From an optimization exercise on the open Yosys and OpenROAD flow, aimed at small area, a short achievable clock period and few clock cycles per item; shortcuts taken in it are not production practice.
Only the layout flow was run in this run; the RTL was not checked for function there.
Power is estimated from default activity; no workload was simulated.

$ cat design.v
module fp_carpma(
    input clk_i, rst_i, en_i,
    input [31:0] x1_i, x2_i,
    output [31:0] sonuc_o,
    output done_o
    );
  wire nz1 = |x1_i;
  wire nz2 = |x2_i;
  wire [23:0] ma = {nz1, x1_i[22:0]};
  wire [23:0] mb = {nz2, x2_i[22:0]};
  wire [25:0] bx = {2'b00, mb};
  wire [11:0] ng, one, two;
  genvar g;
  generate for (g = 0; g < 12; g = g + 1) begin : bd
    wire b0 = (g == 0) ? 1'b0 : bx[2*g-1];
    wire b1 = bx[2*g];
    wire b2 = bx[2*g+1];
    assign ng[g] = b2;
    assign one[g] = b1 ^ b0;
    assign two[g] = (b2 & ~b1 & ~b0) | (~b2 & b1 & b0);
  end endgenerate
  wire [24:0] bp0 = (({1'b0, ma} & {25{one[0]}}) | ({ma, 1'b0} & {25{two[0]}})) ^ {25{ng[0]}};
  wire [24:0] bp1 = (({1'b0, ma} & {25{one[1]}}) | ({ma, 1'b0} & {25{two[1]}})) ^ {25{ng[1]}};
  wire [24:0] bp2 = (({1'b0, ma} & {25{one[2]}}) | ({ma, 1'b0} & {25{two[2]}})) ^ {25{ng[2]}};
  wire [24:0] bp3 = (({1'b0, ma} & {25{one[3]}}) | ({ma, 1'b0} & {25{two[3]}})) ^ {25{ng[3]}};
  wire [24:0] bp4 = (({1'b0, ma} & {25{one[4]}}) | ({ma, 1'b0} & {25{two[4]}})) ^ {25{ng[4]}};
  wire [24:0] bp5 = (({1'b0, ma} & {25{one[5]}}) | ({ma, 1'b0} & {25{two[5]}})) ^ {25{ng[5]}};
  wire [24:0] bp6 = (({1'b0, ma} & {25{one[6]}}) | ({ma, 1'b0} & {25{two[6]}})) ^ {25{ng[6]}};
  wire [24:0] bp7 = (({1'b0, ma} & {25{one[7]}}) | ({ma, 1'b0} & {25{two[7]}})) ^ {25{ng[7]}};
  wire [24:0] bp8 = (({1'b0, ma} & {25{one[8]}}) | ({ma, 1'b0} & {25{two[8]}})) ^ {25{ng[8]}};
  wire [24:0] bp9 = (({1'b0, ma} & {25{one[9]}}) | ({ma, 1'b0} & {25{two[9]}})) ^ {25{ng[9]}};
  wire [24:0] bp10 = (({1'b0, ma} & {25{one[10]}}) | ({ma, 1'b0} & {25{two[10]}})) ^ {25{ng[10]}};
  wire [24:0] bp11 = (({1'b0, ma} & {25{one[11]}}) | ({ma, 1'b0} & {25{two[11]}})) ^ {25{ng[11]}};
  wire [23:0] r12 = ma & {24{mb[23]}};
  wire hs0 = ng[8] ^ bp0[16];
  wire hc0 = ng[8] & bp0[16];
  wire hs1 = bp0[17] ^ bp1[15];
  wire hc1 = bp0[17] & bp1[15];
  wire fs0 = ng[9] ^ bp0[18] ^ bp1[16];
  wire fc0 = (ng[9] & bp0[18]) | (ng[9] & bp1[16]) | (bp0[18] & bp1[16]);
  wire hs2 = bp2[14] ^ bp3[12];
  wire hc2 = bp2[14] & bp3[12];
  wire fs1 = bp0[19] ^ bp1[17] ^ bp2[15];
  wire fc1 = (bp0[19] & bp1[17]) | (bp0[19] & bp2[15]) | (bp1[17] & bp2[15]);
  wire hs3 = bp3[13] ^ bp4[11];
  wire hc3 = bp3[13] & bp4[11];
  wire fs2 = ng[10] ^ bp0[20] ^ bp10[0];
  wire fc2 = (ng[10] & bp0[20]) | (ng[10] & bp10[0]) | (bp0[20] & bp10[0]);
  wire fs3 = bp1[18] ^ bp2[16] ^ bp3[14];
  wire fc3 = (bp1[18] & bp2[16]) | (bp1[18] & bp3[14]) | (bp2[16] & bp3[14]);
  wire hs4 = bp4[12] ^ bp5[10];
  wire hc4 = bp4[12] & bp5[10];
  wire fs4 = bp0[21] ^ bp10[1] ^ bp1[19];
  wire fc4 = (bp0[21] & bp10[1]) | (bp0[21] & bp1[19]) | (bp10[1] & bp1[19]);
  wire fs5 = bp2[17] ^ bp3[15] ^ bp4[13];
  wire fc5 = (bp2[17] & bp3[15]) | (bp2[17] & bp4[13]) | (bp3[15] & bp4[13]);
  wire hs5 = bp5[11] ^ bp6[9];
  wire hc5 = bp5[11] & bp6[9];
  wire fs6 = ng[11] ^ bp0[22] ^ bp10[2];
  wire fc6 = (ng[11] & bp0[22]) | (ng[11] & bp10[2]) | (bp0[22] & bp10[2]);
  wire fs7 = bp11[0] ^ bp1[20] ^ bp2[18];
  wire fc7 = (bp11[0] & bp1[20]) | (bp11[0] & bp2[18]) | (bp1[20] & bp2[18]);
  wire fs8 = bp3[16] ^ bp4[14] ^ bp5[12];
  wire fc8 = (bp3[16] & bp4[14]) | (bp3[16] & bp5[12]) | (bp4[14] & bp5[12]);
  wire hs6 = bp6[10] ^ bp7[8];
  wire hc6 = bp6[10] & bp7[8];
  wire fs9 = bp0[23] ^ bp10[3] ^ bp11[1];
  wire fc9 = (bp0[23] & bp10[3]) | (bp0[23] & bp11[1]) | (bp10[3] & bp11[1]);
  wire fs10 = bp1[21] ^ bp2[19] ^ bp3[17];
  wire fc10 = (bp1[21] & bp2[19]) | (bp1[21] & bp3[17]) | (bp2[19] & bp3[17]);
  wire fs11 = bp4[15] ^ bp5[13] ^ bp6[11];
  wire fc11 = (bp4[15] & bp5[13]) | (bp4[15] & bp6[11]) | (bp5[13] & bp6[11]);
  wire hs7 = bp7[9] ^ bp8[7];
  wire hc7 = bp7[9] & bp8[7];
  wire fs12 = r12[0] ^ bp0[24] ^ bp10[4];
  wire fc12 = (r12[0] & bp0[24]) | (r12[0] & bp10[4]) | (bp0[24] & bp10[4]);
  wire fs13 = bp11[2] ^ bp1[22] ^ bp2[20];
  wire fc13 = (bp11[2] & bp1[22]) | (bp11[2] & bp2[20]) | (bp1[22] & bp2[20]);
  wire fs14 = bp3[18] ^ bp4[16] ^ bp5[14];
  wire fc14 = (bp3[18] & bp4[16]) | (bp3[18] & bp5[14]) | (bp4[16] & bp5[14]);
  wire fs15 = bp6[12] ^ bp7[10] ^ bp8[8];
  wire fc15 = (bp6[12] & bp7[10]) | (bp6[12] & bp8[8]) | (bp7[10] & bp8[8]);
  wire fs16 = ng[0] ^ r12[1] ^ bp10[5];
  wire fc16 = (ng[0] & r12[1]) | (ng[0] & bp10[5]) | (r12[1] & bp10[5]);
  wire fs17 = bp11[3] ^ bp1[23] ^ bp2[21];
  wire fc17 = (bp11[3] & bp1[23]) | (bp11[3] & bp2[21]) | (bp1[23] & bp2[21]);
  wire fs18 = bp3[19] ^ bp4[17] ^ bp5[15];
  wire fc18 = (bp3[19] & bp4[17]) | (bp3[19] & bp5[15]) | (bp4[17] & bp5[15]);
  wire fs19 = bp6[13] ^ bp7[11] ^ bp8[9];
  wire fc19 = (bp6[13] & bp7[11]) | (bp6[13] & bp8[9]) | (bp7[11] & bp8[9]);
  wire fs20 = ng[0] ^ r12[2] ^ bp10[6];
  wire fc20 = (ng[0] & r12[2]) | (ng[0] & bp10[6]) | (r12[2] & bp10[6]);
  wire fs21 = bp11[4] ^ bp1[24] ^ bp2[22];
  wire fc21 = (bp11[4] & bp1[24]) | (bp11[4] & bp2[22]) | (bp1[24] & bp2[22]);
  wire fs22 = bp3[20] ^ bp4[18] ^ bp5[16];
  wire fc22 = (bp3[20] & bp4[18]) | (bp3[20] & bp5[16]) | (bp4[18] & bp5[16]);
  wire fs23 = bp6[14] ^ bp7[12] ^ bp8[10];
  wire fc23 = (bp6[14] & bp7[12]) | (bp6[14] & bp8[10]) | (bp7[12] & bp8[10]);
  wire fs24 = r12[3] ^ ~ng[0] ^ ~ng[1];
  wire fc24 = (r12[3] & ~ng[0]) | (r12[3] & ~ng[1]) | (~ng[0] & ~ng[1]);
  wire fs25 = bp10[7] ^ bp11[5] ^ bp2[23];
  wire fc25 = (bp10[7] & bp11[5]) | (bp10[7] & bp2[23]) | (bp11[5] & bp2[23]);
  wire fs26 = bp3[21] ^ bp4[19] ^ bp5[17];
  wire fc26 = (bp3[21] & bp4[19]) | (bp3[21] & bp5[17]) | (bp4[19] & bp5[17]);
  wire fs27 = bp6[15] ^ bp7[13] ^ bp8[11];
  wire fc27 = (bp6[15] & bp7[13]) | (bp6[15] & bp8[11]) | (bp7[13] & bp8[11]);
  wire fs28 = 1'b1 ^ r12[4] ^ bp10[8];
  wire fc28 = (1'b1 & r12[4]) | (1'b1 & bp10[8]) | (r12[4] & bp10[8]);
  wire fs29 = bp11[6] ^ bp2[24] ^ bp3[22];
  wire fc29 = (bp11[6] & bp2[24]) | (bp11[6] & bp3[22]) | (bp2[24] & bp3[22]);
  wire fs30 = bp4[20] ^ bp5[18] ^ bp6[16];
  wire fc30 = (bp4[20] & bp5[18]) | (bp4[20] & bp6[16]) | (bp5[18] & bp6[16]);
  wire hs8 = bp7[14] ^ bp8[12];
  wire hc8 = bp7[14] & bp8[12];
  wire fs31 = r12[5] ^ ~ng[2] ^ bp10[9];
  wire fc31 = (r12[5] & ~ng[2]) | (r12[5] & bp10[9]) | (~ng[2] & bp10[9]);
  wire fs32 = bp11[7] ^ bp3[23] ^ bp4[21];
  wire fc32 = (bp11[7] & bp3[23]) | (bp11[7] & bp4[21]) | (bp3[23] & bp4[21]);
  wire fs33 = bp5[19] ^ bp6[17] ^ bp7[15];
  wire fc33 = (bp5[19] & bp6[17]) | (bp5[19] & bp7[15]) | (bp6[17] & bp7[15]);
  wire fs34 = 1'b1 ^ r12[6] ^ bp10[10];
  wire fc34 = (1'b1 & r12[6]) | (1'b1 & bp10[10]) | (r12[6] & bp10[10]);
  wire fs35 = bp11[8] ^ bp3[24] ^ bp4[22];
  wire fc35 = (bp11[8] & bp3[24]) | (bp11[8] & bp4[22]) | (bp3[24] & bp4[22]);
  wire hs9 = bp5[20] ^ bp6[18];
  wire hc9 = bp5[20] & bp6[18];
  wire fs36 = r12[7] ^ ~ng[3] ^ bp10[11];
  wire fc36 = (r12[7] & ~ng[3]) | (r12[7] & bp10[11]) | (~ng[3] & bp10[11]);
  wire fs37 = bp11[9] ^ bp4[23] ^ bp5[21];
  wire fc37 = (bp11[9] & bp4[23]) | (bp11[9] & bp5[21]) | (bp4[23] & bp5[21]);
  wire fs38 = 1'b1 ^ r12[8] ^ bp10[12];
  wire fc38 = (1'b1 & r12[8]) | (1'b1 & bp10[12]) | (r12[8] & bp10[12]);
  wire hs10 = bp11[10] ^ bp4[24];
  wire hc10 = bp11[10] & bp4[24];
  wire fs39 = r12[9] ^ ~ng[4] ^ bp10[13];
  wire fc39 = (r12[9] & ~ng[4]) | (r12[9] & bp10[13]) | (~ng[4] & bp10[13]);
  wire hs11 = 1'b1 ^ r12[10];
  wire hc11 = 1'b1 & r12[10];
  wire hs12 = ng[5] ^ bp0[10];
  wire hc12 = ng[5] & bp0[10];
  wire hs13 = bp0[11] ^ bp1[9];
  wire hc13 = bp0[11] & bp1[9];
  wire fs40 = ng[6] ^ bp0[12] ^ bp1[10];
  wire fc40 = (ng[6] & bp0[12]) | (ng[6] & bp1[10]) | (bp0[12] & bp1[10]);
  wire hs14 = bp2[8] ^ bp3[6];
  wire hc14 = bp2[8] & bp3[6];
  wire fs41 = bp0[13] ^ bp1[11] ^ bp2[9];
  wire fc41 = (bp0[13] & bp1[11]) | (bp0[13] & bp2[9]) | (bp1[11] & bp2[9]);
  wire hs15 = bp3[7] ^ bp4[5];
  wire hc15 = bp3[7] & bp4[5];
  wire fs42 = ng[7] ^ bp0[14] ^ bp1[12];
  wire fc42 = (ng[7] & bp0[14]) | (ng[7] & bp1[12]) | (bp0[14] & bp1[12]);
  wire fs43 = bp2[10] ^ bp3[8] ^ bp4[6];
  wire fc43 = (bp2[10] & bp3[8]) | (bp2[10] & bp4[6]) | (bp3[8] & bp4[6]);
  wire hs16 = bp5[4] ^ bp6[2];
  wire hc16 = bp5[4] & bp6[2];
  wire fs44 = bp0[15] ^ bp1[13] ^ bp2[11];
  wire fc44 = (bp0[15] & bp1[13]) | (bp0[15] & bp2[11]) | (bp1[13] & bp2[11]);
  wire fs45 = bp3[9] ^ bp4[7] ^ bp5[5];
  wire fc45 = (bp3[9] & bp4[7]) | (bp3[9] & bp5[5]) | (bp4[7] & bp5[5]);
  wire hs17 = bp6[3] ^ bp7[1];
  wire hc17 = bp6[3] & bp7[1];
  wire fs46 = bp1[14] ^ bp2[12] ^ bp3[10];
  wire fc46 = (bp1[14] & bp2[12]) | (bp1[14] & bp3[10]) | (bp2[12] & bp3[10]);
  wire fs47 = bp4[8] ^ bp5[6] ^ bp6[4];
  wire fc47 = (bp4[8] & bp5[6]) | (bp4[8] & bp6[4]) | (bp5[6] & bp6[4]);
  wire fs48 = bp7[2] ^ bp8[0] ^ hs0;
  wire fc48 = (bp7[2] & bp8[0]) | (bp7[2] & hs0) | (bp8[0] & hs0);
  wire fs49 = bp2[13] ^ bp3[11] ^ bp4[9];
  wire fc49 = (bp2[13] & bp3[11]) | (bp2[13] & bp4[9]) | (bp3[11] & bp4[9]);
  wire fs50 = bp5[7] ^ bp6[5] ^ bp7[3];
  wire fc50 = (bp5[7] & bp6[5]) | (bp5[7] & bp7[3]) | (bp6[5] & bp7[3]);
  wire fs51 = bp8[1] ^ hc0 ^ hs1;
  wire fc51 = (bp8[1] & hc0) | (bp8[1] & hs1) | (hc0 & hs1);
  wire fs52 = bp4[10] ^ bp5[8] ^ bp6[6];
  wire fc52 = (bp4[10] & bp5[8]) | (bp4[10] & bp6[6]) | (bp5[8] & bp6[6]);
  wire fs53 = bp7[4] ^ bp8[2] ^ bp9[0];
  wire fc53 = (bp7[4] & bp8[2]) | (bp7[4] & bp9[0]) | (bp8[2] & bp9[0]);
  wire fs54 = hc1 ^ hs2 ^ fs0;
  wire fc54 = (hc1 & hs2) | (hc1 & fs0) | (hs2 & fs0);
  wire fs55 = bp5[9] ^ bp6[7] ^ bp7[5];
  wire fc55 = (bp5[9] & bp6[7]) | (bp5[9] & bp7[5]) | (bp6[7] & bp7[5]);
  wire fs56 = bp8[3] ^ bp9[1] ^ hc2;
  wire fc56 = (bp8[3] & bp9[1]) | (bp8[3] & hc2) | (bp9[1] & hc2);
  wire fs57 = hs3 ^ fc0 ^ fs1;
  wire fc57 = (hs3 & fc0) | (hs3 & fs1) | (fc0 & fs1);
  wire fs58 = bp6[8] ^ bp7[6] ^ bp8[4];
  wire fc58 = (bp6[8] & bp7[6]) | (bp6[8] & bp8[4]) | (bp7[6] & bp8[4]);
  wire fs59 = bp9[2] ^ hc3 ^ hs4;
  wire fc59 = (bp9[2] & hc3) | (bp9[2] & hs4) | (hc3 & hs4);
  wire fs60 = fc1 ^ fs2 ^ fs3;
  wire fc60 = (fc1 & fs2) | (fc1 & fs3) | (fs2 & fs3);
  wire fs61 = bp7[7] ^ bp8[5] ^ bp9[3];
  wire fc61 = (bp7[7] & bp8[5]) | (bp7[7] & bp9[3]) | (bp8[5] & bp9[3]);
  wire fs62 = hc4 ^ hs5 ^ fc2;
  wire fc62 = (hc4 & hs5) | (hc4 & fc2) | (hs5 & fc2);
  wire fs63 = fc3 ^ fs4 ^ fs5;
  wire fc63 = (fc3 & fs4) | (fc3 & fs5) | (fs4 & fs5);
  wire fs64 = bp8[6] ^ bp9[4] ^ hc5;
  wire fc64 = (bp8[6] & bp9[4]) | (bp8[6] & hc5) | (bp9[4] & hc5);
  wire fs65 = hs6 ^ fc4 ^ fc5;
  wire fc65 = (hs6 & fc4) | (hs6 & fc5) | (fc4 & fc5);
  wire fs66 = fs6 ^ fs7 ^ fs8;
  wire fc66 = (fs6 & fs7) | (fs6 & fs8) | (fs7 & fs8);
  wire fs67 = bp9[5] ^ hc6 ^ hs7;
  wire fc67 = (bp9[5] & hc6) | (bp9[5] & hs7) | (hc6 & hs7);
  wire fs68 = fc6 ^ fc7 ^ fc8;
  wire fc68 = (fc6 & fc7) | (fc6 & fc8) | (fc7 & fc8);
  wire fs69 = fs10 ^ fs11 ^ fs9;
  wire fc69 = (fs10 & fs11) | (fs10 & fs9) | (fs11 & fs9);
  wire fs70 = bp9[6] ^ hc7 ^ fc10;
  wire fc70 = (bp9[6] & hc7) | (bp9[6] & fc10) | (hc7 & fc10);
  wire fs71 = fc11 ^ fc9 ^ fs12;
  wire fc71 = (fc11 & fc9) | (fc11 & fs12) | (fc9 & fs12);
  wire fs72 = fs13 ^ fs14 ^ fs15;
  wire fc72 = (fs13 & fs14) | (fs13 & fs15) | (fs14 & fs15);
  wire fs73 = bp9[7] ^ fc12 ^ fc13;
  wire fc73 = (bp9[7] & fc12) | (bp9[7] & fc13) | (fc12 & fc13);
  wire fs74 = fc14 ^ fc15 ^ fs16;
  wire fc74 = (fc14 & fc15) | (fc14 & fs16) | (fc15 & fs16);
  wire fs75 = fs17 ^ fs18 ^ fs19;
  wire fc75 = (fs17 & fs18) | (fs17 & fs19) | (fs18 & fs19);
  wire fs76 = bp9[8] ^ fc16 ^ fc17;
  wire fc76 = (bp9[8] & fc16) | (bp9[8] & fc17) | (fc16 & fc17);
  wire fs77 = fc18 ^ fc19 ^ fs20;
  wire fc77 = (fc18 & fc19) | (fc18 & fs20) | (fc19 & fs20);
  wire fs78 = fs21 ^ fs22 ^ fs23;
  wire fc78 = (fs21 & fs22) | (fs21 & fs23) | (fs22 & fs23);
  wire fs79 = bp9[9] ^ fs24 ^ fc20;
  wire fc79 = (bp9[9] & fs24) | (bp9[9] & fc20) | (fs24 & fc20);
  wire fs80 = fc21 ^ fc22 ^ fc23;
  wire fc80 = (fc21 & fc22) | (fc21 & fc23) | (fc22 & fc23);
  wire fs81 = fs25 ^ fs26 ^ fs27;
  wire fc81 = (fs25 & fs26) | (fs25 & fs27) | (fs26 & fs27);
  wire fs82 = bp9[10] ^ fc24 ^ hs8;
  wire fc82 = (bp9[10] & fc24) | (bp9[10] & hs8) | (fc24 & hs8);
  wire fs83 = fc25 ^ fc26 ^ fc27;
  wire fc83 = (fc25 & fc26) | (fc25 & fc27) | (fc26 & fc27);
  wire fs84 = fs28 ^ fs29 ^ fs30;
  wire fc84 = (fs28 & fs29) | (fs28 & fs30) | (fs29 & fs30);
  wire fs85 = bp8[13] ^ bp9[11] ^ hc8;
  wire fc85 = (bp8[13] & bp9[11]) | (bp8[13] & hc8) | (bp9[11] & hc8);
  wire fs86 = fc28 ^ fc29 ^ fc30;
  wire fc86 = (fc28 & fc29) | (fc28 & fc30) | (fc29 & fc30);
  wire fs87 = fs31 ^ fs32 ^ fs33;
  wire fc87 = (fs31 & fs32) | (fs31 & fs33) | (fs32 & fs33);
  wire fs88 = bp7[16] ^ bp8[14] ^ bp9[12];
  wire fc88 = (bp7[16] & bp8[14]) | (bp7[16] & bp9[12]) | (bp8[14] & bp9[12]);
  wire fs89 = hs9 ^ fc31 ^ fc32;
  wire fc89 = (hs9 & fc31) | (hs9 & fc32) | (fc31 & fc32);
  wire fs90 = fc33 ^ fs34 ^ fs35;
  wire fc90 = (fc33 & fs34) | (fc33 & fs35) | (fs34 & fs35);
  wire fs91 = bp6[19] ^ bp7[17] ^ bp8[15];
  wire fc91 = (bp6[19] & bp7[17]) | (bp6[19] & bp8[15]) | (bp7[17] & bp8[15]);
  wire fs92 = bp9[13] ^ hc9 ^ fc34;
  wire fc92 = (bp9[13] & hc9) | (bp9[13] & fc34) | (hc9 & fc34);
  wire fs93 = fc35 ^ fs36 ^ fs37;
  wire fc93 = (fc35 & fs36) | (fc35 & fs37) | (fs36 & fs37);
  wire fs94 = bp5[22] ^ bp6[20] ^ bp7[18];
  wire fc94 = (bp5[22] & bp6[20]) | (bp5[22] & bp7[18]) | (bp6[20] & bp7[18]);
  wire fs95 = bp8[16] ^ bp9[14] ^ hs10;
  wire fc95 = (bp8[16] & bp9[14]) | (bp8[16] & hs10) | (bp9[14] & hs10);
  wire fs96 = fc36 ^ fc37 ^ fs38;
  wire fc96 = (fc36 & fc37) | (fc36 & fs38) | (fc37 & fs38);
  wire fs97 = bp11[11] ^ bp5[23] ^ bp6[21];
  wire fc97 = (bp11[11] & bp5[23]) | (bp11[11] & bp6[21]) | (bp5[23] & bp6[21]);
  wire fs98 = bp7[19] ^ bp8[17] ^ bp9[15];
  wire fc98 = (bp7[19] & bp8[17]) | (bp7[19] & bp9[15]) | (bp8[17] & bp9[15]);
  wire fs99 = hc10 ^ fc38 ^ fs39;
  wire fc99 = (hc10 & fc38) | (hc10 & fs39) | (fc38 & fs39);
  wire fs100 = bp10[14] ^ bp11[12] ^ bp5[24];
  wire fc100 = (bp10[14] & bp11[12]) | (bp10[14] & bp5[24]) | (bp11[12] & bp5[24]);
  wire fs101 = bp6[22] ^ bp7[20] ^ bp8[18];
  wire fc101 = (bp6[22] & bp7[20]) | (bp6[22] & bp8[18]) | (bp7[20] & bp8[18]);
  wire fs102 = bp9[16] ^ hs11 ^ fc39;
  wire fc102 = (bp9[16] & hs11) | (bp9[16] & fc39) | (hs11 & fc39);
  wire fs103 = r12[11] ^ ~ng[5] ^ bp10[15];
  wire fc103 = (r12[11] & ~ng[5]) | (r12[11] & bp10[15]) | (~ng[5] & bp10[15]);
  wire fs104 = bp11[13] ^ bp6[23] ^ bp7[21];
  wire fc104 = (bp11[13] & bp6[23]) | (bp11[13] & bp7[21]) | (bp6[23] & bp7[21]);
  wire fs105 = bp8[19] ^ bp9[17] ^ hc11;
  wire fc105 = (bp8[19] & bp9[17]) | (bp8[19] & hc11) | (bp9[17] & hc11);
  wire fs106 = 1'b1 ^ r12[12] ^ bp10[16];
  wire fc106 = (1'b1 & r12[12]) | (1'b1 & bp10[16]) | (r12[12] & bp10[16]);
  wire fs107 = bp11[14] ^ bp6[24] ^ bp7[22];
  wire fc107 = (bp11[14] & bp6[24]) | (bp11[14] & bp7[22]) | (bp6[24] & bp7[22]);
  wire hs18 = bp8[20] ^ bp9[18];
  wire hc18 = bp8[20] & bp9[18];
  wire fs108 = r12[13] ^ ~ng[6] ^ bp10[17];
  wire fc108 = (r12[13] & ~ng[6]) | (r12[13] & bp10[17]) | (~ng[6] & bp10[17]);
  wire fs109 = bp11[15] ^ bp7[23] ^ bp8[21];
  wire fc109 = (bp11[15] & bp7[23]) | (bp11[15] & bp8[21]) | (bp7[23] & bp8[21]);
  wire fs110 = 1'b1 ^ r12[14] ^ bp10[18];
  wire fc110 = (1'b1 & r12[14]) | (1'b1 & bp10[18]) | (r12[14] & bp10[18]);
  wire hs19 = bp11[16] ^ bp7[24];
  wire hc19 = bp11[16] & bp7[24];
  wire fs111 = r12[15] ^ ~ng[7] ^ bp10[19];
  wire fc111 = (r12[15] & ~ng[7]) | (r12[15] & bp10[19]) | (~ng[7] & bp10[19]);
  wire hs20 = 1'b1 ^ r12[16];
  wire hc20 = 1'b1 & r12[16];
  wire hs21 = ng[3] ^ bp0[6];
  wire hc21 = ng[3] & bp0[6];
  wire hs22 = bp0[7] ^ bp1[5];
  wire hc22 = bp0[7] & bp1[5];
  wire fs112 = ng[4] ^ bp0[8] ^ bp1[6];
  wire fc112 = (ng[4] & bp0[8]) | (ng[4] & bp1[6]) | (bp0[8] & bp1[6]);
  wire hs23 = bp2[4] ^ bp3[2];
  wire hc23 = bp2[4] & bp3[2];
  wire fs113 = bp0[9] ^ bp1[7] ^ bp2[5];
  wire fc113 = (bp0[9] & bp1[7]) | (bp0[9] & bp2[5]) | (bp1[7] & bp2[5]);
  wire hs24 = bp3[3] ^ bp4[1];
  wire hc24 = bp3[3] & bp4[1];
  wire fs114 = bp1[8] ^ bp2[6] ^ bp3[4];
  wire fc114 = (bp1[8] & bp2[6]) | (bp1[8] & bp3[4]) | (bp2[6] & bp3[4]);
  wire fs115 = bp4[2] ^ bp5[0] ^ hs12;
  wire fc115 = (bp4[2] & bp5[0]) | (bp4[2] & hs12) | (bp5[0] & hs12);
  wire fs116 = bp2[7] ^ bp3[5] ^ bp4[3];
  wire fc116 = (bp2[7] & bp3[5]) | (bp2[7] & bp4[3]) | (bp3[5] & bp4[3]);
  wire fs117 = bp5[1] ^ hc12 ^ hs13;
  wire fc117 = (bp5[1] & hc12) | (bp5[1] & hs13) | (hc12 & hs13);
  wire fs118 = bp4[4] ^ bp5[2] ^ bp6[0];
  wire fc118 = (bp4[4] & bp5[2]) | (bp4[4] & bp6[0]) | (bp5[2] & bp6[0]);
  wire fs119 = hc13 ^ hs14 ^ fs40;
  wire fc119 = (hc13 & hs14) | (hc13 & fs40) | (hs14 & fs40);
  wire fs120 = bp5[3] ^ bp6[1] ^ hc14;
  wire fc120 = (bp5[3] & bp6[1]) | (bp5[3] & hc14) | (bp6[1] & hc14);
  wire fs121 = hs15 ^ fc40 ^ fs41;
  wire fc121 = (hs15 & fc40) | (hs15 & fs41) | (fc40 & fs41);
  wire fs122 = bp7[0] ^ hc15 ^ hs16;
  wire fc122 = (bp7[0] & hc15) | (bp7[0] & hs16) | (hc15 & hs16);
  wire fs123 = fc41 ^ fs42 ^ fs43;
  wire fc123 = (fc41 & fs42) | (fc41 & fs43) | (fs42 & fs43);
  wire fs124 = hc16 ^ hs17 ^ fc42;
  wire fc124 = (hc16 & hs17) | (hc16 & fc42) | (hs17 & fc42);
  wire fs125 = fc43 ^ fs44 ^ fs45;
  wire fc125 = (fc43 & fs44) | (fc43 & fs45) | (fs44 & fs45);
  wire fs126 = hc17 ^ fc44 ^ fc45;
  wire fc126 = (hc17 & fc44) | (hc17 & fc45) | (fc44 & fc45);
  wire fs127 = fs46 ^ fs47 ^ fs48;
  wire fc127 = (fs46 & fs47) | (fs46 & fs48) | (fs47 & fs48);
  wire fs128 = fc46 ^ fc47 ^ fs49;
  wire fc128 = (fc46 & fc47) | (fc46 & fs49) | (fc47 & fs49);
  wire fs129 = fs50 ^ fc48 ^ fs51;
  wire fc129 = (fs50 & fc48) | (fs50 & fs51) | (fc48 & fs51);
  wire fs130 = fc49 ^ fc50 ^ fs52;
  wire fc130 = (fc49 & fc50) | (fc49 & fs52) | (fc50 & fs52);
  wire fs131 = fs53 ^ fc51 ^ fs54;
  wire fc131 = (fs53 & fc51) | (fs53 & fs54) | (fc51 & fs54);
  wire fs132 = fc52 ^ fc53 ^ fs55;
  wire fc132 = (fc52 & fc53) | (fc52 & fs55) | (fc53 & fs55);
  wire fs133 = fs56 ^ fc54 ^ fs57;
  wire fc133 = (fs56 & fc54) | (fs56 & fs57) | (fc54 & fs57);
  wire fs134 = fc55 ^ fs58 ^ fc56;
  wire fc134 = (fc55 & fs58) | (fc55 & fc56) | (fs58 & fc56);
  wire fs135 = fs59 ^ fc57 ^ fs60;
  wire fc135 = (fs59 & fc57) | (fs59 & fs60) | (fc57 & fs60);
  wire fs136 = fc58 ^ fs61 ^ fc59;
  wire fc136 = (fc58 & fs61) | (fc58 & fc59) | (fs61 & fc59);
  wire fs137 = fc60 ^ fs62 ^ fs63;
  wire fc137 = (fc60 & fs62) | (fc60 & fs63) | (fs62 & fs63);
  wire fs138 = fc61 ^ fs64 ^ fc62;
  wire fc138 = (fc61 & fs64) | (fc61 & fc62) | (fs64 & fc62);
  wire fs139 = fc63 ^ fs65 ^ fs66;
  wire fc139 = (fc63 & fs65) | (fc63 & fs66) | (fs65 & fs66);
  wire fs140 = fc64 ^ fs67 ^ fc65;
  wire fc140 = (fc64 & fs67) | (fc64 & fc65) | (fs67 & fc65);
  wire fs141 = fc66 ^ fs68 ^ fs69;
  wire fc141 = (fc66 & fs68) | (fc66 & fs69) | (fs68 & fs69);
  wire fs142 = fc67 ^ fc68 ^ fc69;
  wire fc142 = (fc67 & fc68) | (fc67 & fc69) | (fc68 & fc69);
  wire fs143 = fs70 ^ fs71 ^ fs72;
  wire fc143 = (fs70 & fs71) | (fs70 & fs72) | (fs71 & fs72);
  wire fs144 = fc70 ^ fc71 ^ fc72;
  wire fc144 = (fc70 & fc71) | (fc70 & fc72) | (fc71 & fc72);
  wire fs145 = fs73 ^ fs74 ^ fs75;
  wire fc145 = (fs73 & fs74) | (fs73 & fs75) | (fs74 & fs75);
  wire fs146 = fc73 ^ fc74 ^ fc75;
  wire fc146 = (fc73 & fc74) | (fc73 & fc75) | (fc74 & fc75);
  wire fs147 = fs76 ^ fs77 ^ fs78;
  wire fc147 = (fs76 & fs77) | (fs76 & fs78) | (fs77 & fs78);
  wire fs148 = fc76 ^ fc77 ^ fc78;
  wire fc148 = (fc76 & fc77) | (fc76 & fc78) | (fc77 & fc78);
  wire fs149 = fs79 ^ fs80 ^ fs81;
  wire fc149 = (fs79 & fs80) | (fs79 & fs81) | (fs80 & fs81);
  wire fs150 = fs82 ^ fc79 ^ fc80;
  wire fc150 = (fs82 & fc79) | (fs82 & fc80) | (fc79 & fc80);
  wire fs151 = fc81 ^ fs83 ^ fs84;
  wire fc151 = (fc81 & fs83) | (fc81 & fs84) | (fs83 & fs84);
  wire fs152 = fc82 ^ fs85 ^ fc83;
  wire fc152 = (fc82 & fs85) | (fc82 & fc83) | (fs85 & fc83);
  wire fs153 = fc84 ^ fs86 ^ fs87;
  wire fc153 = (fc84 & fs86) | (fc84 & fs87) | (fs86 & fs87);
  wire fs154 = fs88 ^ fc85 ^ fc86;
  wire fc154 = (fs88 & fc85) | (fs88 & fc86) | (fc85 & fc86);
  wire fs155 = fc87 ^ fs89 ^ fs90;
  wire fc155 = (fc87 & fs89) | (fc87 & fs90) | (fs89 & fs90);
  wire fs156 = fc88 ^ fs91 ^ fc89;
  wire fc156 = (fc88 & fs91) | (fc88 & fc89) | (fs91 & fc89);
  wire fs157 = fc90 ^ fs92 ^ fs93;
  wire fc157 = (fc90 & fs92) | (fc90 & fs93) | (fs92 & fs93);
  wire fs158 = fc91 ^ fs94 ^ fs95;
  wire fc158 = (fc91 & fs94) | (fc91 & fs95) | (fs94 & fs95);
  wire fs159 = fc92 ^ fc93 ^ fs96;
  wire fc159 = (fc92 & fc93) | (fc92 & fs96) | (fc93 & fs96);
  wire fs160 = fc94 ^ fs97 ^ fs98;
  wire fc160 = (fc94 & fs97) | (fc94 & fs98) | (fs97 & fs98);
  wire fs161 = fc95 ^ fc96 ^ fs99;
  wire fc161 = (fc95 & fc96) | (fc95 & fs99) | (fc96 & fs99);
  wire fs162 = fc97 ^ fc98 ^ fs100;
  wire fc162 = (fc97 & fc98) | (fc97 & fs100) | (fc98 & fs100);
  wire fs163 = fs101 ^ fc99 ^ fs102;
  wire fc163 = (fs101 & fc99) | (fs101 & fs102) | (fc99 & fs102);
  wire fs164 = fc100 ^ fc101 ^ fs103;
  wire fc164 = (fc100 & fc101) | (fc100 & fs103) | (fc101 & fs103);
  wire fs165 = fs104 ^ fs105 ^ fc102;
  wire fc165 = (fs104 & fs105) | (fs104 & fc102) | (fs105 & fc102);
  wire fs166 = hs18 ^ fc103 ^ fc104;
  wire fc166 = (hs18 & fc103) | (hs18 & fc104) | (fc103 & fc104);
  wire fs167 = fc105 ^ fs106 ^ fs107;
  wire fc167 = (fc105 & fs106) | (fc105 & fs107) | (fs106 & fs107);
  wire fs168 = bp9[19] ^ hc18 ^ fc106;
  wire fc168 = (bp9[19] & hc18) | (bp9[19] & fc106) | (hc18 & fc106);
  wire fs169 = fc107 ^ fs108 ^ fs109;
  wire fc169 = (fc107 & fs108) | (fc107 & fs109) | (fs108 & fs109);
  wire fs170 = bp8[22] ^ bp9[20] ^ hs19;
  wire fc170 = (bp8[22] & bp9[20]) | (bp8[22] & hs19) | (bp9[20] & hs19);
  wire fs171 = fc108 ^ fc109 ^ fs110;
  wire fc171 = (fc108 & fc109) | (fc108 & fs110) | (fc109 & fs110);
  wire fs172 = bp11[17] ^ bp8[23] ^ bp9[21];
  wire fc172 = (bp11[17] & bp8[23]) | (bp11[17] & bp9[21]) | (bp8[23] & bp9[21]);
  wire fs173 = hc19 ^ fc110 ^ fs111;
  wire fc173 = (hc19 & fc110) | (hc19 & fs111) | (fc110 & fs111);
  wire fs174 = bp10[20] ^ bp11[18] ^ bp8[24];
  wire fc174 = (bp10[20] & bp11[18]) | (bp10[20] & bp8[24]) | (bp11[18] & bp8[24]);
  wire fs175 = bp9[22] ^ hs20 ^ fc111;
  wire fc175 = (bp9[22] & hs20) | (bp9[22] & fc111) | (hs20 & fc111);
  wire fs176 = r12[17] ^ ~ng[8] ^ bp10[21];
  wire fc176 = (r12[17] & ~ng[8]) | (r12[17] & bp10[21]) | (~ng[8] & bp10[21]);
  wire fs177 = bp11[19] ^ bp9[23] ^ hc20;
  wire fc177 = (bp11[19] & bp9[23]) | (bp11[19] & hc20) | (bp9[23] & hc20);
  wire fs178 = 1'b1 ^ r12[18] ^ bp10[22];
  wire fc178 = (1'b1 & r12[18]) | (1'b1 & bp10[22]) | (r12[18] & bp10[22]);
  wire hs25 = bp11[20] ^ bp9[24];
  wire hc25 = bp11[20] & bp9[24];
  wire fs179 = r12[19] ^ ~ng[9] ^ bp10[23];
  wire fc179 = (r12[19] & ~ng[9]) | (r12[19] & bp10[23]) | (~ng[9] & bp10[23]);
  wire hs26 = 1'b1 ^ r12[20];
  wire hc26 = 1'b1 & r12[20];
  wire hs27 = ng[2] ^ bp0[4];
  wire hc27 = ng[2] & bp0[4];
  wire hs28 = bp0[5] ^ bp1[3];
  wire hc28 = bp0[5] & bp1[3];
  wire fs180 = bp1[4] ^ bp2[2] ^ bp3[0];
  wire fc180 = (bp1[4] & bp2[2]) | (bp1[4] & bp3[0]) | (bp2[2] & bp3[0]);
  wire fs181 = bp2[3] ^ bp3[1] ^ hc21;
  wire fc181 = (bp2[3] & bp3[1]) | (bp2[3] & hc21) | (bp3[1] & hc21);
  wire fs182 = bp4[0] ^ hc22 ^ hs23;
  wire fc182 = (bp4[0] & hc22) | (bp4[0] & hs23) | (hc22 & hs23);
  wire fs183 = hc23 ^ hs24 ^ fc112;
  wire fc183 = (hc23 & hs24) | (hc23 & fc112) | (hs24 & fc112);
  wire fs184 = hc24 ^ fc113 ^ fs114;
  wire fc184 = (hc24 & fc113) | (hc24 & fs114) | (fc113 & fs114);
  wire fs185 = fc114 ^ fs116 ^ fc115;
  wire fc185 = (fc114 & fs116) | (fc114 & fc115) | (fs116 & fc115);
  wire fs186 = fc116 ^ fs118 ^ fc117;
  wire fc186 = (fc116 & fs118) | (fc116 & fc117) | (fs118 & fc117);
  wire fs187 = fc118 ^ fs120 ^ fc119;
  wire fc187 = (fc118 & fs120) | (fc118 & fc119) | (fs120 & fc119);
  wire fs188 = fc120 ^ fs122 ^ fc121;
  wire fc188 = (fc120 & fs122) | (fc120 & fc121) | (fs122 & fc121);
  wire fs189 = fc122 ^ fc123 ^ fs124;
  wire fc189 = (fc122 & fc123) | (fc122 & fs124) | (fc123 & fs124);
  wire fs190 = fc124 ^ fc125 ^ fs126;
  wire fc190 = (fc124 & fc125) | (fc124 & fs126) | (fc125 & fs126);
  wire fs191 = fc126 ^ fs128 ^ fc127;
  wire fc191 = (fc126 & fs128) | (fc126 & fc127) | (fs128 & fc127);
  wire fs192 = fc128 ^ fs130 ^ fc129;
  wire fc192 = (fc128 & fs130) | (fc128 & fc129) | (fs130 & fc129);
  wire fs193 = fc130 ^ fs132 ^ fc131;
  wire fc193 = (fc130 & fs132) | (fc130 & fc131) | (fs132 & fc131);
  wire fs194 = fc132 ^ fs134 ^ fc133;
  wire fc194 = (fc132 & fs134) | (fc132 & fc133) | (fs134 & fc133);
  wire fs195 = fc134 ^ fs136 ^ fc135;
  wire fc195 = (fc134 & fs136) | (fc134 & fc135) | (fs136 & fc135);
  wire fs196 = fc136 ^ fs138 ^ fc137;
  wire fc196 = (fc136 & fs138) | (fc136 & fc137) | (fs138 & fc137);
  wire fs197 = fc138 ^ fs140 ^ fc139;
  wire fc197 = (fc138 & fs140) | (fc138 & fc139) | (fs140 & fc139);
  wire fs198 = fc140 ^ fc141 ^ fs142;
  wire fc198 = (fc140 & fc141) | (fc140 & fs142) | (fc141 & fs142);
  wire fs199 = fc142 ^ fc143 ^ fs144;
  wire fc199 = (fc142 & fc143) | (fc142 & fs144) | (fc143 & fs144);
  wire fs200 = fc144 ^ fc145 ^ fs146;
  wire fc200 = (fc144 & fc145) | (fc144 & fs146) | (fc145 & fs146);
  wire fs201 = fc146 ^ fc147 ^ fs148;
  wire fc201 = (fc146 & fc147) | (fc146 & fs148) | (fc147 & fs148);
  wire fs202 = fc148 ^ fs150 ^ fc149;
  wire fc202 = (fc148 & fs150) | (fc148 & fc149) | (fs150 & fc149);
  wire fs203 = fc150 ^ fs152 ^ fc151;
  wire fc203 = (fc150 & fs152) | (fc150 & fc151) | (fs152 & fc151);
  wire fs204 = fc152 ^ fs154 ^ fc153;
  wire fc204 = (fc152 & fs154) | (fc152 & fc153) | (fs154 & fc153);
  wire fs205 = fc154 ^ fs156 ^ fc155;
  wire fc205 = (fc154 & fs156) | (fc154 & fc155) | (fs156 & fc155);
  wire fs206 = fs158 ^ fc156 ^ fc157;
  wire fc206 = (fs158 & fc156) | (fs158 & fc157) | (fc156 & fc157);
  wire fs207 = fs160 ^ fc158 ^ fc159;
  wire fc207 = (fs160 & fc158) | (fs160 & fc159) | (fc158 & fc159);
  wire fs208 = fc160 ^ fs162 ^ fc161;
  wire fc208 = (fc160 & fs162) | (fc160 & fc161) | (fs162 & fc161);
  wire fs209 = fc162 ^ fs164 ^ fc163;
  wire fc209 = (fc162 & fs164) | (fc162 & fc163) | (fs164 & fc163);
  wire fs210 = fc164 ^ fs166 ^ fs167;
  wire fc210 = (fc164 & fs166) | (fc164 & fs167) | (fs166 & fs167);
  wire fs211 = fc166 ^ fc167 ^ fs168;
  wire fc211 = (fc166 & fc167) | (fc166 & fs168) | (fc167 & fs168);
  wire fs212 = fs170 ^ fc168 ^ fc169;
  wire fc212 = (fs170 & fc168) | (fs170 & fc169) | (fc168 & fc169);
  wire fs213 = fs172 ^ fc170 ^ fc171;
  wire fc213 = (fs172 & fc170) | (fs172 & fc171) | (fc170 & fc171);
  wire fs214 = fc172 ^ fs174 ^ fc173;
  wire fc214 = (fc172 & fs174) | (fc172 & fc173) | (fs174 & fc173);
  wire fs215 = fc174 ^ fs176 ^ fs177;
  wire fc215 = (fc174 & fs176) | (fc174 & fs177) | (fs176 & fs177);
  wire fs216 = hs25 ^ fc176 ^ fc177;
  wire fc216 = (hs25 & fc176) | (hs25 & fc177) | (fc176 & fc177);
  wire fs217 = bp11[21] ^ hc25 ^ fc178;
  wire fc217 = (bp11[21] & hc25) | (bp11[21] & fc178) | (hc25 & fc178);
  wire fs218 = bp10[24] ^ bp11[22] ^ hs26;
  wire fc218 = (bp10[24] & bp11[22]) | (bp10[24] & hs26) | (bp11[22] & hs26);
  wire fs219 = r12[21] ^ ~ng[10] ^ bp11[23];
  wire fc219 = (r12[21] & ~ng[10]) | (r12[21] & bp11[23]) | (~ng[10] & bp11[23]);
  wire hs29 = 1'b1 ^ r12[22];
  wire hc29 = 1'b1 & r12[22];
  wire hs30 = ng[1] ^ bp0[2];
  wire hc30 = ng[1] & bp0[2];
  wire hs31 = bp0[3] ^ bp1[1];
  wire hc31 = bp0[3] & bp1[1];
  wire fs220 = bp1[2] ^ bp2[0] ^ hs27;
  wire fc220 = (bp1[2] & bp2[0]) | (bp1[2] & hs27) | (bp2[0] & hs27);
  wire fs221 = bp2[1] ^ hc27 ^ hs28;
  wire fc221 = (bp2[1] & hc27) | (bp2[1] & hs28) | (hc27 & hs28);
  wire fs222 = hc28 ^ hs21 ^ fs180;
  wire fc222 = (hc28 & hs21) | (hc28 & fs180) | (hs21 & fs180);
  wire fs223 = hs22 ^ fc180 ^ fs181;
  wire fc223 = (hs22 & fc180) | (hs22 & fs181) | (fc180 & fs181);
  wire fs224 = fs112 ^ fc181 ^ fs182;
  wire fc224 = (fs112 & fc181) | (fs112 & fs182) | (fc181 & fs182);
  wire fs225 = fs113 ^ fc182 ^ fs183;
  wire fc225 = (fs113 & fc182) | (fs113 & fs183) | (fc182 & fs183);
  wire fs226 = fs115 ^ fc183 ^ fs184;
  wire fc226 = (fs115 & fc183) | (fs115 & fs184) | (fc183 & fs184);
  wire fs227 = fs117 ^ fc184 ^ fs185;
  wire fc227 = (fs117 & fc184) | (fs117 & fs185) | (fc184 & fs185);
  wire fs228 = fs119 ^ fc185 ^ fs186;
  wire fc228 = (fs119 & fc185) | (fs119 & fs186) | (fc185 & fs186);
  wire fs229 = fs121 ^ fc186 ^ fs187;
  wire fc229 = (fs121 & fc186) | (fs121 & fs187) | (fc186 & fs187);
  wire fs230 = fs123 ^ fc187 ^ fs188;
  wire fc230 = (fs123 & fc187) | (fs123 & fs188) | (fc187 & fs188);
  wire fs231 = fs125 ^ fc188 ^ fs189;
  wire fc231 = (fs125 & fc188) | (fs125 & fs189) | (fc188 & fs189);
  wire fs232 = fs127 ^ fc189 ^ fs190;
  wire fc232 = (fs127 & fc189) | (fs127 & fs190) | (fc189 & fs190);
  wire fs233 = fs129 ^ fc190 ^ fs191;
  wire fc233 = (fs129 & fc190) | (fs129 & fs191) | (fc190 & fs191);
  wire fs234 = fs131 ^ fc191 ^ fs192;
  wire fc234 = (fs131 & fc191) | (fs131 & fs192) | (fc191 & fs192);
  wire fs235 = fs133 ^ fc192 ^ fs193;
  wire fc235 = (fs133 & fc192) | (fs133 & fs193) | (fc192 & fs193);
  wire fs236 = fs135 ^ fc193 ^ fs194;
  wire fc236 = (fs135 & fc193) | (fs135 & fs194) | (fc193 & fs194);
  wire fs237 = fs137 ^ fc194 ^ fs195;
  wire fc237 = (fs137 & fc194) | (fs137 & fs195) | (fc194 & fs195);
  wire fs238 = fs139 ^ fc195 ^ fs196;
  wire fc238 = (fs139 & fc195) | (fs139 & fs196) | (fc195 & fs196);
  wire fs239 = fs141 ^ fc196 ^ fs197;
  wire fc239 = (fs141 & fc196) | (fs141 & fs197) | (fc196 & fs197);
  wire fs240 = fs143 ^ fc197 ^ fs198;
  wire fc240 = (fs143 & fc197) | (fs143 & fs198) | (fc197 & fs198);
  wire fs241 = fs145 ^ fc198 ^ fs199;
  wire fc241 = (fs145 & fc198) | (fs145 & fs199) | (fc198 & fs199);
  wire fs242 = fs147 ^ fc199 ^ fs200;
  wire fc242 = (fs147 & fc199) | (fs147 & fs200) | (fc199 & fs200);
  wire fs243 = fs149 ^ fc200 ^ fs201;
  wire fc243 = (fs149 & fc200) | (fs149 & fs201) | (fc200 & fs201);
  wire fs244 = fs151 ^ fc201 ^ fs202;
  wire fc244 = (fs151 & fc201) | (fs151 & fs202) | (fc201 & fs202);
  wire fs245 = fs153 ^ fc202 ^ fs203;
  wire fc245 = (fs153 & fc202) | (fs153 & fs203) | (fc202 & fs203);
  wire fs246 = fs155 ^ fc203 ^ fs204;
  wire fc246 = (fs155 & fc203) | (fs155 & fs204) | (fc203 & fs204);
  wire fs247 = fs157 ^ fc204 ^ fs205;
  wire fc247 = (fs157 & fc204) | (fs157 & fs205) | (fc204 & fs205);
  wire fs248 = fs159 ^ fc205 ^ fs206;
  wire fc248 = (fs159 & fc205) | (fs159 & fs206) | (fc205 & fs206);
  wire fs249 = fs161 ^ fc206 ^ fs207;
  wire fc249 = (fs161 & fc206) | (fs161 & fs207) | (fc206 & fs207);
  wire fs250 = fs163 ^ fc207 ^ fs208;
  wire fc250 = (fs163 & fc207) | (fs163 & fs208) | (fc207 & fs208);
  wire fs251 = fs165 ^ fc208 ^ fs209;
  wire fc251 = (fs165 & fc208) | (fs165 & fs209) | (fc208 & fs209);
  wire fs252 = fc165 ^ fs210 ^ fc209;
  wire fc252 = (fc165 & fs210) | (fc165 & fc209) | (fs210 & fc209);
  wire fs253 = fs169 ^ fc210 ^ fs211;
  wire fc253 = (fs169 & fc210) | (fs169 & fs211) | (fc210 & fs211);
  wire fs254 = fs171 ^ fc211 ^ fs212;
  wire fc254 = (fs171 & fc211) | (fs171 & fs212) | (fc211 & fs212);
  wire fs255 = fs173 ^ fc212 ^ fs213;
  wire fc255 = (fs173 & fc212) | (fs173 & fs213) | (fc212 & fs213);
  wire fs256 = fs175 ^ fc213 ^ fs214;
  wire fc256 = (fs175 & fc213) | (fs175 & fs214) | (fc213 & fs214);
  wire fs257 = fc175 ^ fs215 ^ fc214;
  wire fc257 = (fc175 & fs215) | (fc175 & fc214) | (fs215 & fc214);
  wire fs258 = fs178 ^ fc215 ^ fs216;
  wire fc258 = (fs178 & fc215) | (fs178 & fs216) | (fc215 & fs216);
  wire fs259 = fs179 ^ fc216 ^ fs217;
  wire fc259 = (fs179 & fc216) | (fs179 & fs217) | (fc216 & fs217);
  wire fs260 = fc179 ^ fs218 ^ fc217;
  wire fc260 = (fc179 & fs218) | (fc179 & fc217) | (fs218 & fc217);
  wire fs261 = hc26 ^ fs219 ^ fc218;
  wire fc261 = (hc26 & fs219) | (hc26 & fc218) | (fs219 & fc218);
  wire fs262 = bp11[24] ^ hs29 ^ fc219;
  wire fc262 = (bp11[24] & hs29) | (bp11[24] & fc219) | (hs29 & fc219);
  wire fs263 = r12[23] ^ ~ng[11] ^ hc29;
  wire fc263 = (r12[23] & ~ng[11]) | (r12[23] & hc29) | (~ng[11] & hc29);
  wire [47:0] ts = {fs263, fs262, fs261, fc259, fc258, fs258, fc256, fc255, fc254, fc253, fs253, fc251, fc250, fc249, fc248, fc247, fc246, fc245, fc244, fc243, fc242, fc241, fc240, fc239, fc238, fc237, fc236, fc235, fc234, fc233, fc232, fc231, fc230, fc229, fc228, fc227, fc226, fc225, fc224, fc223, fc222, fc221, fc220, hc31, hc30, bp1[0], bp0[1], ng[0]};
  wire [47:0] tc = {fc262, fc261, fc260, fs260, fs259, fc257, fs257, fs256, fs255, fs254, fc252, fs252, fs251, fs250, fs249, fs248, fs247, fs246, fs245, fs244, fs243, fs242, fs241, fs240, fs239, fs238, fs237, fs236, fs235, fs234, fs233, fs232, fs231, fs230, fs229, fs228, fs227, fs226, fs225, fs224, fs223, fs222, fs221, fs220, hs31, hs30, 1'b0, bp0[0]};
  wire [23:0] lo_sum = ts[22:0] + tc[22:0];
  reg [24:0] s_q, c_q;
  reg cy_q;
  reg [7:0] e_q;
  reg sg_q;
  reg done_q;
  always @(posedge clk_i) begin
    s_q <= ts[47:23];
    c_q <= tc[47:23];
    cy_q <= lo_sum[23];
    e_q <= (nz1 & nz2) ? (x1_i[30:23] + x2_i[30:23] + 8'd129) : 8'd0;
    sg_q <= nz1 & nz2 & (x1_i[31] ^ x2_i[31]);
    done_q <= en_i & ~rst_i;
  end
  wire [25:0] r1 = {s_q, cy_q} + {c_q, cy_q};
  wire [24:0] r = r1[25:1];
  wire [22:0] man = r[24] ? r[23:1] : r[22:0];
  wire [7:0] e_inc = e_q + 8'd1;
  wire [7:0] e = r[24] ? e_inc : e_q;
  assign sonuc_o = {sg_q, e, man};
  assign done_o = done_q;
endmodule
$ cat run.sh
#!/bin/bash
# synth_recipe.tcl (not shown) runs the flow's synth.tcl, then flattens the netlist and writes it again
# the make line also repeats each setting of config.mk as NAME=value (left out here)
make -C /OpenROAD-flow-scripts/flow DESIGN_CONFIG=/design/flow/config.mk WORK_HOME=/design/flow/orfs CLKGATE_MAP_FILE= SYNTH_SCRIPT=/design/flow/synth_recipe.tcl finish
$ cat config.mk
export PLATFORM = sky130hd
export DESIGN_NAME = fp_carpma
export DESIGN_NICKNAME = fp_carpma
export VERILOG_FILES = /design/flow/design.v
export SDC_FILE = /design/flow/constraint.sdc
export NUM_CORES = 4
export LEC_CHECK = 0
export ABC_AREA = 1
export CAP_MARGIN = 20
export CORE_MARGIN = 2
export CORE_UTILIZATION = 40
export SETUP_SLACK_MARGIN = 5
export SLEW_MARGIN = 20
$ cat constraint.sdc
create_clock -name core_clock -period 10.0 [get_ports {clk_i}]
set_input_delay 2.0000 -clock core_clock [delete_from_list [all_inputs] [get_ports {clk_i}]]
set_output_delay 2.0000 -clock core_clock [all_outputs]
set_load 0.01 [all_outputs]
==> impl_metrics.toml <==
[floorplanning]
start_util_pct = 40.3
fp.dieW_um = 209
row_count = 75
dieArea_um2 = 43600
die_y_um = 209
core_area_um2 = 41700
ios = 100

[final_layout]
fillers = 3766
drive_above_1_share_pct = 29.4
area_growth_pct = 32.9
layout.nets = 2786

[cts]
clock_sink_count = 61
cts_max_path_buffers = 2
numCtsBuffers = 9
cts-root-buf = "clkbuf_16"
cts_max_level = 3
clkTransAtPathRegs_ns = 0.07
cts_tree = "done"
postCtsHoldBufs = 0

[pwr]
power_density_nw_per_um2 = 303
power.total_mw = 6.75
max-vdd-ir-drop_mv = 0.407
p_leak_nw = 10.6

[sta]
rsz0062_at_grt = "true"
relSlewSlack_pct = 39.0
worstMarginPinSlew_ns = 0.911
finalCritPeriodShare_pct = 60.7
fin_crit_ns = 6.07
finalHoldViolCount = 0
final_max_slew_viol_count = 0
fin_tns_setup_ns = 0
clock.fmax_ghz = 0.165
finalSetupViolations = 0

[synthesis]
synth_seq_cells = 61
ys_seq_area_share_pct = 7.28
synth_edf_count = 0
yosys_warnings = 1
avgSynthCellArea_um2 = 7.77
synth_nets = 2576
synth_area_um2 = 16800
synth_cell_types = 37
ys.flop_type = "dfxtp_1"
netlist_instances = 2158
synth-async-reset-ratio_pct = 0

[route]
dr_total_vias = 17088
post_drt_wl_per_cell_um = 23.9
drt-initial-drc-count = 2234
wl_um = 69500
drt_drc_violations_left = 0
vias_per_cell = 5.87
ant_nets = 0
firstDrtPassIters = 10

[grt]
grt_max_degree = 32
gr-usage-met2_pct = 45.8
grt_pass1_vias = 17605
grt_use_total_pct = 31.0
grtUsageMet1_pct = 38.7
grt_overflow = 0
grt_pass1_wl_um = 102000
busiest_layer = "met2"
grt_use_met3_pct = 10.8
antenna_found_initial = 2

[setup_path]
cp_max_fo = 23
critPathCaptureType = "flop"
cp-start-kind = "input port"
critPathKind = "input port to flop"
worstPathArrival_ns = 6.36
cp.required_ns = 10.29

[placement]
portBuffers = 99
place_congestion = 0.964
dp_hpwl_um = 43300

[outcome]
status = "no timing/DRC/antenna violations"

[hold_path]
hold_end = "sg_q"
hold_start = "x1_i[31]"
hold_path_depth = 3
hold_path.class = "input port to flop"

[flow_run]
maxCapViolCount = 0
[flip-flops by register name, indices dropped and copies added, names as in the netlist]
signal	cells
e_q	8
done_q	1
sg_q	1
cy_q	1
c_q	25
s_q	25
[area by class of cell]
| cell class | instances | area (um^2) | share of cell area (%) |
|---|---|---|---|
| Timing Repair inverter | 20 | 113 | 0.505 |
| Sequential cell | 61 | 1220 | 5.48 |
| Tap cell | 539 | 674 | 3.02 |
| Antenna cell | 1 | 2.50 | 0.0112 |
| Timing Repair Buffer | 311 | 3270 | 14.7 |
| Multi-Input combinational cell | 1522 | 14900 | 66.6 |
| Clock inverter | 7 | 98.8 | 0.443 |
| Clock buffer | 9 | 225 | 1.01 |
| Inverter | 443 | 1840 | 8.26 |
[cells by family after synthesis]
kind of cell | after synthesis | share of synthesized area [%]
adders and majority gates | 351 | 37.7
xor gates and xnor gates | 284 | 14.8
buffers and inverters | 583 | 14.1
and+or+nand+nor | 541 | 13.5
DFF | 61 | 7.28
AOI/OAI and AO/OA | 338 | 12.7
[what timing repair did]
action | 4_1_cts | 5_1_grt
buffers inserted | 145 | 21
resized for setup | 540 | 132
endpoints found under the hold margin | 0 | 0
endpoints found under the setup margin | 57 | 78
pin swaps | 129 | 92
gates cloned | 30 | 5
[cells in the final DEF, fill, tap and decap left out, drive strengths merged]
cell           count
a21o               1
a21oi             48
and2               2
buf              235
bufbuf             6
bufinv             3
clkbuf             9
clkdlybuf4s15     13
clkdlybuf4s50     44
clkinv            18
clkinvlp          14
dfxtp             61
diode              1
dlygate4sd2       13
fa               258
ha                93
inv              435
nand2            350
nand3             47
nand4             16
nor2             105
nor3               4
nor4               9
o211ai             1
o21a               1
o21ai             20
o21bai             4
o221ai            23
o22ai            241
or2               15
xnor2             10
xor2             274
[per-layer routing]
layer / up-vias / part of all wire [%]
met2: 1378 / 41
met5: - / 0.27
li1: 7209 / -
met1: 8045 / 37
met4: 6 / 8.0
met3: 450 / 14
[Yosys cell counts, types with 14 or more instances]
cell type	n	share of area, %
ha_1	93	6.9
o221ai_1	23	1.2
nand4_1	16	0.60
nand3_1	45	1.3
dfxtp_1	61	7.3
a21oi_1	40	1.2
xor2_1	274	14
inv_1	422	9.4
clkbuf_1	60	1.3
buf_2	60	1.8
fa_1	258	31
nor2_1	98	2.2
or2_2	14	0.52
o21ai_0	17	0.51
o22ai_1	241	9.0
nand2_1	333	7.5
[stage by stage]
stage	instances	utilization, %	area, um^2	setup slack [ns]	hold slack, ns
2_1_floorplan	2158	-	17500	4.12	2.07
3_3_place_gp	2695	44.5	18500	1.97	2.53
3_5_place_dp	2695	44.5	18500	1.99	2.52
4_1_cts	2886	51.9	21600	4.04	1.97
5_1_grt	2912	53.5	22300	3.85	2.01
6_report	2913	53.5	22300	3.93	1.98
[power breakdown]
group | leakage [nW] | internal [mW] | switching, mW | total [mW]
logic | 9.91 | 2.55 | 3.40 | 5.95
clock network | 0.156 | 0.219 | 0.124 | 0.343
registers | 0.515 | 0.407 | 0.0546 | 0.462
total | 10.6 | 3.17 | 3.58 | 6.75
[critical path, stage by stage]
cell             delay, ns
clkdlybuf4s15_2       0.33
inv_1                 0.12
buf_6                 0.27
o22ai_2               0.14
xor2_1                0.17
fa_1                  0.63
fa_1                  0.45
fa_2                  0.36
fa_1                  0.51
inv_2                 0.05
fa_2                  0.48
ha_4                  0.30
nand2_4               0.06
nor2_4                0.12
nand4_1               0.10
inv_1                 0.08
nand3_1               0.07
nand3_1               0.10
[worst max-delay path by stage]
stage	slack [ns]	cells after the start	start	end
floorplan	4.12	21	x2_i[3]	cy_q
global route	3.85	21	x2_i[5]	cy_q
CTS	4.04	20	x2_i[1]	cy_q
finish	3.93	18	x1_i[1]	cy_q
detailed placement	1.99	20	x2_i[21]	cy_q
global placement	1.97	18	x2_i[23]	cy_q

static timing again, ports no longer ideal:
The results above use ideal ports. As a check the final layout listed here was re-extracted and re-timed, cells and wires unchanged. Step 1: set_driving_cell puts a clkbuf_16 on clk_i and a buf_2 on each other input, an assumption about the parent block. Step 2 adds t to the input delays and takes it off the output delays; t is the mean of the earliest and latest rising clock arrival at the registers after step 1. Input paths then give back, and output paths get back, about the clock's delay inside the block. Slacks: ideal ports / drivers / drivers and shift; pairs: ideal ports / drivers.
t (ns): 0.386
setup slack, ns: 3.933 / 3.958 / 3.573
worst hold slack (ns): 1.985 / 1.966 / 2.352
cell pins on the clock port's net: 1
After both steps this run still meets setup and hold. The setup slack of this run moves by +0.025 ns with the drivers and by -0.360 ns with both steps.
